From an optimization exercise on the open Yosys and OpenROAD flow, aimed at small area, a short achievable clock period and few clock cycles; shortcuts taken in it are not production practice. RTL that was checked went through simulation tests only; none was proved equivalent to the original. Power and IR drop assume default switching activity.

Setup of tundra:
Design div32, start of the top module:
module div32(
    input clk,
    input rst,
    input start,
    input [31:0] dividend,
    input [31:0] divisor,
    output [31:0] quotient,
    output [31:0] remainder,
    output reg finish
);
export LEC_CHECK = 0
export ABC_AREA = 1
export CAP_MARGIN = 20
export CORE_MARGIN = 2
export CORE_UTILIZATION = 40
export CTS_BUF_LIST = sky130_fd_sc_hd__clkbuf_8
export CTS_CLUSTER_SIZE = 16
export PLACE_DENSITY = 0.6
export SETUP_SLACK_MARGIN = 2.7
export SLEW_MARGIN = 20
create_clock -name core_clock -period 5.0 [get_ports {clk}]
standard.sh (not shown) runs the stock make flow with config.mk's settings and CLKGATE_MAP_FILE= SYNTH_SCRIPT=/design/flow/synth_recipe.tcl, a recipe that flattens the netlist after the stock synthesis.
==> flow/flow/run.sh <==
#!/bin/bash
# Standard layout, with plain buffers on the ports instead of the default delay-cell buffers.
set -euo pipefail
bash standard.sh BUFFER_PORTS_ARGS="-buffer_cell sky130_fd_sc_hd__buf_1" finish > standard.log 2>&1
Looking at the reports, tundra completed the entire flow and the layout it produced met the timing, DRC and antenna checks.
Testbench counts of tundra, summed over its fixed seeds: cycles 47,977.
Edits applied to the flow inputs when going from tundra to raven:
Settings: a deleted CTS_CLUSTER_SIZE that had been 16; a change of SETUP_SLACK_MARGIN from 2.7 to 2.8.
==> comparison <==
Where worst relative slew slack is concerned, tundra is outperformed by raven.
Between tundra and raven, the clock network latency to the later pin of the worst-skew pair figures differ only marginally.
Diff tundra and raven: final cell utilization of the core higher in raven
In the metrics for tundra and raven, the one carrying the higher worst hold slack is tundra.
Comparing tundra with raven, the data required time at the worst endpoint came out essentially unchanged.
Sort tundra and raven by minimum setup slack in the final design asc -> top: tundra
Sink count of the clock tree came out exactly the same in tundra and raven.
Compared tundra against raven; count of filler cells inserted in the layout within noise.
Of tundra and raven, raven shows the higher cell count, with tundra below it.
When raven is measured against tundra, its portion of total power attributed to the clock network turns out 0.4 points lower.
Against tundra as the reference, raven delivers a lower count of cells along the worst register-to-register path.
Inputs modified between raven and xenon:
Settings: SETUP_SLACK_MARGIN now 2.7, was 2.8; CTS_CLUSTER_DIAMETER now 40, previously not set.
==> comparison <==
Diff raven -> xenon: aggregate negative setup slack neither gained nor lost much; global-route wire length before repair dropped 380 microns; detailed route wirelength on metal2 saw a decrease. xenon: actual slew at the worst max-slew pin is 0.20 ns higher than what raven reported. Comparing overall power for raven and xenon, the smaller number came from xenon. Clock power delta for xenon relative to raven: about 1% higher. Routed wire length (xenon vs. raven) decreases slightly. Summary: via count, xenon better than raven. On area of the die, raven and xenon are basically level.

========
Setup of old:
div32, a different RTL version from the one above (not shown whole).
For scale: about 1400 cells after synthesis, about 110 flip-flops, roughly 130 I/O pins.
clock: 5.0 ns
lec_check: 0
abc_area: 1
cap_margin: 20
core_margin: 2
core_utilization: 40
place_density: 0.6
setup_slack_margin: 2.9
slew_margin: 20
==> flow/flow/run.sh <==
#!/bin/bash
# Standard layout, with plain buffers on the ports instead of the default delay-cell buffers.
set -euo pipefail
bash standard.sh BUFFER_PORTS_ARGS="-buffer_cell sky130_fd_sc_hd__buf_2" finish > standard.log 2>&1
old went all the way through the flow, and no timing, DRC or antenna check failed.
[inputs] new vs old
- SETUP_SLACK_MARGIN changed from 2.9 to 2.8
==> comparison <==
Cell leakage power: old and new compared, lower one is new
Looking only at logic gate share of total power, and setting everything else aside, the higher value of old and new goes to old.
Delta (new minus old): maximum operating frequency dropped about 4.7%; layout buffer count excluding clock buffers shrank by about 15%; met2 routed wirelength now smaller.
new against old: power fell 5.8%; wire length -3.2%; final critical-path share of the clock period now larger.
In new relative to old, final area had gone down by a few percent.
new ends up with a clock share of power that is 1.0 points higher than in old.
On share of layout cells above drive strength 1, the higher figure sits with old, not new.
No run of this note included a check of the RTL's function; only the layout flow was run.

========
== job 102 ==
Another version of the RTL of div32 (not shown whole).
For scale: ~970 cells after synthesis, roughly 110 flip-flops, roughly 130 I/O pins, ~0.0082 sq mm of cells after synthesis.
// div32
module div32(
    input clk,
    input rst,
    input start,
    input [31:0] dividend,
    input [31:0] divisor,
    output [31:0] quotient,
    output [31:0] remainder,
    output reg finish
);
==> flow/config.mk <==
export PLATFORM = sky130hd
export DESIGN_NAME = div32
export DESIGN_NICKNAME = div32
export VERILOG_FILES = /design/flow/design.v
export SDC_FILE = /design/flow/constraint.sdc
export NUM_CORES = 8
export LEC_CHECK = 0
export CAP_MARGIN = 20
export CORE_MARGIN = 2
export CORE_UTILIZATION = 40
export PLACE_DENSITY = 0.6
export SETUP_SLACK_MARGIN = 2.8
export SLEW_MARGIN = 20
==> flow/constraint.sdc <==
create_clock -name core_clock -period 5.0 [get_ports {clk}]
set_input_delay 1.0000 -clock core_clock [delete_from_list [all_inputs] [get_ports {clk}]]
set_output_delay 1.0000 -clock core_clock [all_outputs]
set_load 0.01 [all_outputs]
Scripts as last shown in full above: flow/flow/run.sh
Looking at the reports, job 102 completed the entire flow and the layout it produced met the timing, DRC and antenna checks.
[inputs] job 104 vs job 102
# job 102
export LEC_CHECK = 0
export CAP_MARGIN = 20
export CORE_MARGIN = 2
export CORE_UTILIZATION = 40
export PLACE_DENSITY = 0.6
export SETUP_SLACK_MARGIN = 2.8
export SLEW_MARGIN = 20
create_clock -name core_clock -period 5.0 [get_ports {clk}]
# job 104
export LEC_CHECK = 0
export CAP_MARGIN = 20
export CORE_MARGIN = 2
export CORE_UTILIZATION = 40
export PLACE_DENSITY = 0.6
export SETUP_SLACK_MARGIN = 3.2
export SLEW_MARGIN = 20
create_clock -name core_clock -period 5.0 [get_ports {clk}]
==> flow/run.sh (new file) <==
#!/bin/bash
# synth_recipe.tcl (not shown) runs the flow's synth.tcl, then flattens the netlist and writes it again
# the make line also repeats each setting of config.mk as NAME=value (left out here)
make -C /OpenROAD-flow-scripts/flow DESIGN_CONFIG=/design/flow/config.mk WORK_HOME=/design/flow/orfs CLKGATE_MAP_FILE= SYNTH_SCRIPT=/design/flow/synth_recipe.tcl finish
removed: flow/flow/run.sh
removed: flow/standard.sh
Results
No stage failed in job 104, and the final checks on the layout all came back clean.
Job 102: no failed stages, no open violations at the end
Job 104: total non-filler cell area in the finished layout about 15% above job 102
Diff job 102 -> job 104: wire length on met2 now sits higher, non-clock buffer area fraction after layout went up by 8.1 points, global-route wire length before repair grew by 6.8%, wire length has increased.
From job 102 to job 104 the numbers moved as follows: cell area after placement shows an increase of 8.1%; largest net degree at the start of global routing shows a reduction of 12%.
From job 102 to job 104, number of enable flip-flop cells after synthesis did not move at all.
No run of this note included a check of the RTL's function; only the layout flow was run.

========
Setup of v19:
RTL: one of the versions met above, not the one the previous note started from.
Size in the first run: roughly 1400 cells after synthesis, roughly 110 flip-flops, roughly 130 I/O pins, ~8300 µm² of cells after synthesis.
// div32
module div32(
    input clk,
    input rst,
    input start,
    input [31:0] dividend,
    input [31:0] divisor,
    output [31:0] quotient,
    output [31:0] remainder,
    output reg finish
);
reg [31:0] r;       
reg [31:0] q;       
reg [31:0] d;       
reg [4:0]  za;      
reg [5:0]  j;       
reg        norm;    
reg        iter;    
assign quotient  = q;
assign remainder = r;
function [5:0] lzc32;
    input [31:0] x;
    reg [15:0] v1; reg [15:0] c1;
    reg [7:0]  v2; reg [15:0] c2;
    reg [3:0]  v3; reg [11:0] c3;
    reg [1:0]  v4; reg [7:0]  c4;
    integer i;
    begin
        for (i = 0; i < 16; i = i + 1) begin
            v1[i] = x[2*i+1] | x[2*i];
            c1[i] = ~x[2*i+1];
        end
        for (i = 0; i < 8; i = i + 1) begin
            v2[i] = v1[2*i+1] | v1[2*i];
            c2[2*i+:2] = v1[2*i+1] ? {1'b0, c1[2*i+1]} : {1'b1, c1[2*i]};
        end
        for (i = 0; i < 4; i = i + 1) begin
  ...
Settings: LEC_CHECK=0, ABC_AREA=1, CAP_MARGIN=20, CELL_PAD_IN_SITES_DETAIL_PLACEMENT=0, CELL_PAD_IN_SITES_GLOBAL_PLACEMENT=0, CORE_MARGIN=2, CORE_UTILIZATION=40, CTS_BUF_LIST=sky130_fd_sc_hd__clkbuf_8, PLACE_DENSITY=0.6, SETUP_SLACK_MARGIN=2.7, SLEW_MARGIN=20; clock period 5.0 ns.
==> flow/flow/run.sh <==
#!/bin/bash
# Standard layout, with plain buffers on the ports instead of the default delay-cell buffers.
set -euo pipefail
bash standard.sh BUFFER_PORTS_ARGS="-buffer_cell sky130_fd_sc_hd__buf_1" finish > standard.log 2>&1
Testbench counts of v19, summed over its fixed seeds: cycles 47,977.
Modified inputs, v41 compared to v19
# v19
export LEC_CHECK = 0
export ABC_AREA = 1
export CAP_MARGIN = 20
export CELL_PAD_IN_SITES_DETAIL_PLACEMENT = 0
export CELL_PAD_IN_SITES_GLOBAL_PLACEMENT = 0
export CORE_MARGIN = 2
export CORE_UTILIZATION = 40
export CTS_BUF_LIST = sky130_fd_sc_hd__clkbuf_8
export PLACE_DENSITY = 0.6
export SETUP_SLACK_MARGIN = 2.7
export SLEW_MARGIN = 20
create_clock -name core_clock -period 5.0 [get_ports {clk}]
# v41
export LEC_CHECK = 0
export ABC_AREA = 1
export CAP_MARGIN = 20
export CORE_MARGIN = 2
export CORE_UTILIZATION = 40
export PLACE_DENSITY = 0.6
export SETUP_SLACK_MARGIN = 2.8
export SLEW_MARGIN = 20
create_clock -name core_clock -period 5.0 [get_ports {clk}]
[summary]
The slew at the pin closest to its max-slew limit of v41 is lower than that of v19. Each of the runs, namely v19 and v41, reached the end of the flow and came out clean. Relative contribution of combinational cells to total power is higher on v19. The initial DRC count in v41 sits 36% above the value recorded for v19.
Inputs modified between v41 and v50:
# v41
export LEC_CHECK = 0
export ABC_AREA = 1
export CAP_MARGIN = 20
export CORE_MARGIN = 2
export CORE_UTILIZATION = 40
export PLACE_DENSITY = 0.6
export SETUP_SLACK_MARGIN = 2.8
export SLEW_MARGIN = 20
create_clock -name core_clock -period 5.0 [get_ports {clk}]
# v50
export LEC_CHECK = 0
export ABC_AREA = 1
export CAP_MARGIN = 20
export CORE_MARGIN = 2
export CORE_UTILIZATION = 40
export PLACE_DENSITY = 0.6
export SETUP_SLACK_MARGIN = 2.6
export SLEW_MARGIN = 20
create_clock -name core_clock -period 5.0 [get_ports {clk}]
==> flow/flow/run.sh <==
#!/bin/bash
# Standard layout with plain buffers on the ports and no gate cloning in the timing repair.
set -euo pipefail
bash standard.sh BUFFER_PORTS_ARGS="-buffer_cell sky130_fd_sc_hd__buf_1" SKIP_GATE_CLONING=1 finish > standard.log 2>&1
### Flow results
| final worst-path cycle share | v50 vs v41 | 3.6 points higher |
Max fmax across v41 and v50: v41
Re total wire length: v41 was higher than v50.
[compare] base=v41 new=v50: via count now smaller; power share of the sequential group up 1.6 points.
Any difference in distinct cell type count after synthesis between v50 and v41 is small enough to ignore.
On v50: number of fill cells in the layout is 42 higher than what v41 gave.
Input changes introduced in v15 (baseline for comparison: v50):
# v50
export LEC_CHECK = 0
export ABC_AREA = 1
export CAP_MARGIN = 20
export CORE_MARGIN = 2
export CORE_UTILIZATION = 40
export PLACE_DENSITY = 0.6
export SETUP_SLACK_MARGIN = 2.6
export SLEW_MARGIN = 20
create_clock -name core_clock -period 5.0 [get_ports {clk}]
# v15
export LEC_CHECK = 0
export ABC_AREA = 1
export ABC_CLOCK_PERIOD_IN_PS = 2200
export CAP_MARGIN = 20
export CORE_MARGIN = 2
export CORE_UTILIZATION = 40
export CTS_BUF_LIST = sky130_fd_sc_hd__clkbuf_8
export PLACE_DENSITY = 0.6
export SETUP_SLACK_MARGIN = 2.7
export SLEW_MARGIN = 20
create_clock -name core_clock -period 5.0 [get_ports {clk}]
==> flow/flow/run.sh <==
#!/bin/bash
# Standard layout, with plain buffers on the ports instead of the default delay-cell buffers.
set -euo pipefail
bash standard.sh BUFFER_PORTS_ARGS="-buffer_cell sky130_fd_sc_hd__buf_1" finish > standard.log 2>&1
Any difference in total power draw between v15 and v50 is small enough to ignore.
Post-CTS repair timing setup buffer count, v50 and v15: larger value in v15
Re multi-input gate area in the final layout: v50 was lower than v15.
Diff v50 -> v15: final net count shows an increase of about 0.9%, proportion of cell area spent on the clock network shows a reduction of 1.1 points, utilization shows an increase of 0.65 points, sequential share of layout area shows a reduction of 0.26 points.
Modified inputs, v18 compared to v15
# v15
export LEC_CHECK = 0
export ABC_AREA = 1
export ABC_CLOCK_PERIOD_IN_PS = 2200
export CAP_MARGIN = 20
export CORE_MARGIN = 2
export CORE_UTILIZATION = 40
export CTS_BUF_LIST = sky130_fd_sc_hd__clkbuf_8
export PLACE_DENSITY = 0.6
export SETUP_SLACK_MARGIN = 2.7
export SLEW_MARGIN = 20
create_clock -name core_clock -period 5.0 [get_ports {clk}]
# v18
export LEC_CHECK = 0
export ABC_AREA = 1
export CAP_MARGIN = 20
export CORE_MARGIN = 2
export CORE_UTILIZATION = 40
export PLACE_DENSITY = 0.6
export SETUP_SLACK_MARGIN = 2.7
export SLEW_MARGIN = 20
create_clock -name core_clock -period 5.0 [get_ports {clk}]
==> flow/flow/run.sh <==
#!/bin/bash
# Standard layout with plain buffers on the ports; repair option: SETUP_MOVE_SEQUENCE=unbuffer,sizeup,swap
set -euo pipefail
bash standard.sh BUFFER_PORTS_ARGS="-buffer_cell sky130_fd_sc_hd__buf_1" SETUP_MOVE_SEQUENCE=unbuffer,sizeup,swap finish > standard.log 2>&1
[summary]
v18: power of the clock network 32% above v15
A standard cell with the maximum stage delay on the critical path of dfxtp_1 is what v15 shows, while o21ai_4 belongs to v18.
Global-route usage sits lower in v18 than in v15.
Internal cell power: v18 worse than v15
Via count on v18 is down relative to v15.

========
run A:
Starting RTL as in the previous note.
==> flow/config.mk <==
export PLATFORM = sky130hd
export DESIGN_NAME = div32
export DESIGN_NICKNAME = div32
export VERILOG_FILES = /design/flow/design.v
export SDC_FILE = /design/flow/constraint.sdc
export NUM_CORES = 8
export LEC_CHECK = 0
export ABC_AREA = 1
export CAP_MARGIN = 20
export CORE_MARGIN = 2
export CORE_UTILIZATION = 40
export CTS_BUF_LIST = sky130_fd_sc_hd__clkbuf_8
export PLACE_DENSITY = 0.6
export SETUP_SLACK_MARGIN = 2.6
export SLEW_MARGIN = 20
==> flow/constraint.sdc <==
create_clock -name core_clock -period 5.0 [get_ports {clk}]
set_input_delay 1.0000 -clock core_clock [delete_from_list [all_inputs] [get_ports {clk}]]
set_output_delay 1.0000 -clock core_clock [all_outputs]
set_load 0.01 [all_outputs]
==> flow/flow/run.sh <==
#!/bin/bash
# Standard layout, with plain buffers on the ports instead of the default delay-cell buffers.
set -euo pipefail
bash standard.sh BUFFER_PORTS_ARGS="-buffer_cell sky130_fd_sc_hd__buf_1" finish > standard.log 2>&1
Testbench counts of run A, summed over its fixed seeds: cycles 47,977.
Relative to run A, the following input files were edited for run B:
- swapping 2.6 for 2.7 in SETUP_SLACK_MARGIN
- swapping sky130_fd_sc_hd__clkbuf_8 for sky130_fd_sc_hd__clkbuf_8 sky130_fd_sc_hd__clkbuf_16 in CTS_BUF_LIST
==> comparison <==
- Re routed length on met2: run B is 1.9% up on run A.
- Against run A as the reference, run B delivers a higher routed via count.
- Count of cells resized by post-cts repair up 9 in run B wrt run A
- When run B is set beside run A, its number of non-clock buffers turns out to be 12 larger.
- On worst path required time: between run A and run B, it ends up higher for run A.
- In run B, the proportion of power drawn by combinational gates came out 1.2 points below the value in run A.
Here is what was changed in the inputs of run C compared with run B.
- GPL_TIMING_DRIVEN: unset -> 0
- CTS_BUF_LIST: sky130_fd_sc_hd__clkbuf_8 sky130_fd_sc_hd__clkbuf_16 -> sky130_fd_sc_hd__clkbuf_8
[summary]
- Run C closes out successfully: all stages finished, all timing, DRC and antenna checks passed.
- Run B: no failed stages, no open violations at the end
- Between run C and run B, it is run C whose cell-internal power is lower, by about 9%.
- [compare] base=run B new=run C: design area went down by 1.7%, number of buffers inserted by post-CTS setup repair went down by 12, headroom to the max-slew limit went up by 0.71 points.
- The total power number comes out lower for run C vs run B.
- Compared with run B, run C shows a higher number of signal-net buffers in the layout.
- In the flow results for run C and run B, the wire length after detailed routing is larger on run C.
- The lower fraction of power spent switching nets came out of run B.
- Run comparison: run C category of the most critical setup path in -> reg; run B category of the most critical setup path reg -> reg
- Relative to run B, filler-free cell count of the finished design has increased by 1.2% in run C.
- Core utilization: run C lower than run B
The inputs of run D differ from those of run C as listed below.
- clearing CTS_BUF_LIST, which used to be sky130_fd_sc_hd__clkbuf_8
- clearing GPL_TIMING_DRIVEN, which used to be 0
==> flow/flow/run.sh <==
#!/bin/bash
# Standard layout with plain buffers on the ports; repair option: MATCH_CELL_FOOTPRINT=0
set -euo pipefail
bash standard.sh BUFFER_PORTS_ARGS="-buffer_cell sky130_fd_sc_hd__buf_1" MATCH_CELL_FOOTPRINT=0 finish > standard.log 2>&1
==> comparison <==
- Clock period minus worst slack up 0.0035 ns in run D wrt run C
- Going from run C to run D, relative contribution of the clock network to total power rose 2.9 points; area of the multi-input gates grew by about 0.8%.
- Taking run C as the reference, in run D number of cells upsized or downsized after cts -6.9%; reported net switching power went up by 0.000023 W.
- Of the two values seen for path type of the worst setup path, reg -> reg was produced by run D and in -> reg by run C.
- Run C → run D: worst slew slack as a fraction of its limit now smaller, hold violation count in the final report comparable.

[separate check: timing with driven ports]
The results above use ideal ports. As a check the final layouts listed here were re-extracted and re-timed, cells and wires unchanged.
Step 1 sets driving cells, clkbuf_16 on the clock port and buf_2 on the other inputs (assumed; they add their load-dependent delay and slew).
Step 2 also shifts input and output timing later by t, the mid clock arrival at the registers, as if the neighbouring blocks saw the same clock.
a / b / c = ideal / step 1 / step 2; a / b = the first two.
run | shift t [ns] | setup WS [ns] | worst setup path at the end | worst register clock-pin slew, ns | pins driven straight from the clock port
tundra | 0.447 | 2.809 / 2.809 / 2.402 | input to register | 0.12 / 0.12 | 1
raven | 0.436 | 2.814 / 2.814 / 2.425 | input to register | 0.12 / 0.12 | 1
xenon | 0.447 | 2.809 / 2.809 / 2.402 | input to register | 0.12 / 0.12 | 1
old | 0.413 | 2.723 / 2.723 / 2.484 | input to register | 0.09 / 0.09 | 1
new | 0.424 | 2.611 / 2.611 / 2.424 | input to register | 0.10 / 0.10 | 1
job 102 | 0.419 | 2.092 / 2.092 / 1.989 | input to register | 0.10 / 0.10 | 1
job 104 | 0.412 | 2.146 / 2.146 / 2.146 | register to register | 0.08 / 0.08 | 1
v19 | 0.447 | 2.809 / 2.809 / 2.402 | input to register | 0.12 / 0.12 | 1
v41 | 0.405 | 2.832 / 2.845 / 2.440 | input to register | 0.08 / 0.08 | 1
v50 | 0.409 | 2.650 / 2.661 / 2.252 | input to register | 0.08 / 0.08 | 1
v15 | 0.447 | 2.809 / 2.809 / 2.402 | input to register | 0.12 / 0.12 | 1
v18 | 0.408 | 2.430 / 2.430 / 2.267 | input to register | 0.08 / 0.08 | 1
run A | 0.446 | 2.700 / 2.700 / 2.281 | input to register | 0.12 / 0.12 | 1
run B | 0.409 | 2.759 / 2.759 / 2.405 | input to register | 0.08 / 0.08 | 1
run C | 0.443 | 2.763 / 2.771 / 2.329 | input to register | 0.12 / 0.12 | 1
run D | 0.409 | 2.759 / 2.759 / 2.405 | input to register | 0.08 / 0.08 | 1
After both steps setup and hold are still met in every run listed. The setup slack of run C, which loses most, moves by +0.008 ns with the drivers and by -0.434 ns with both steps.
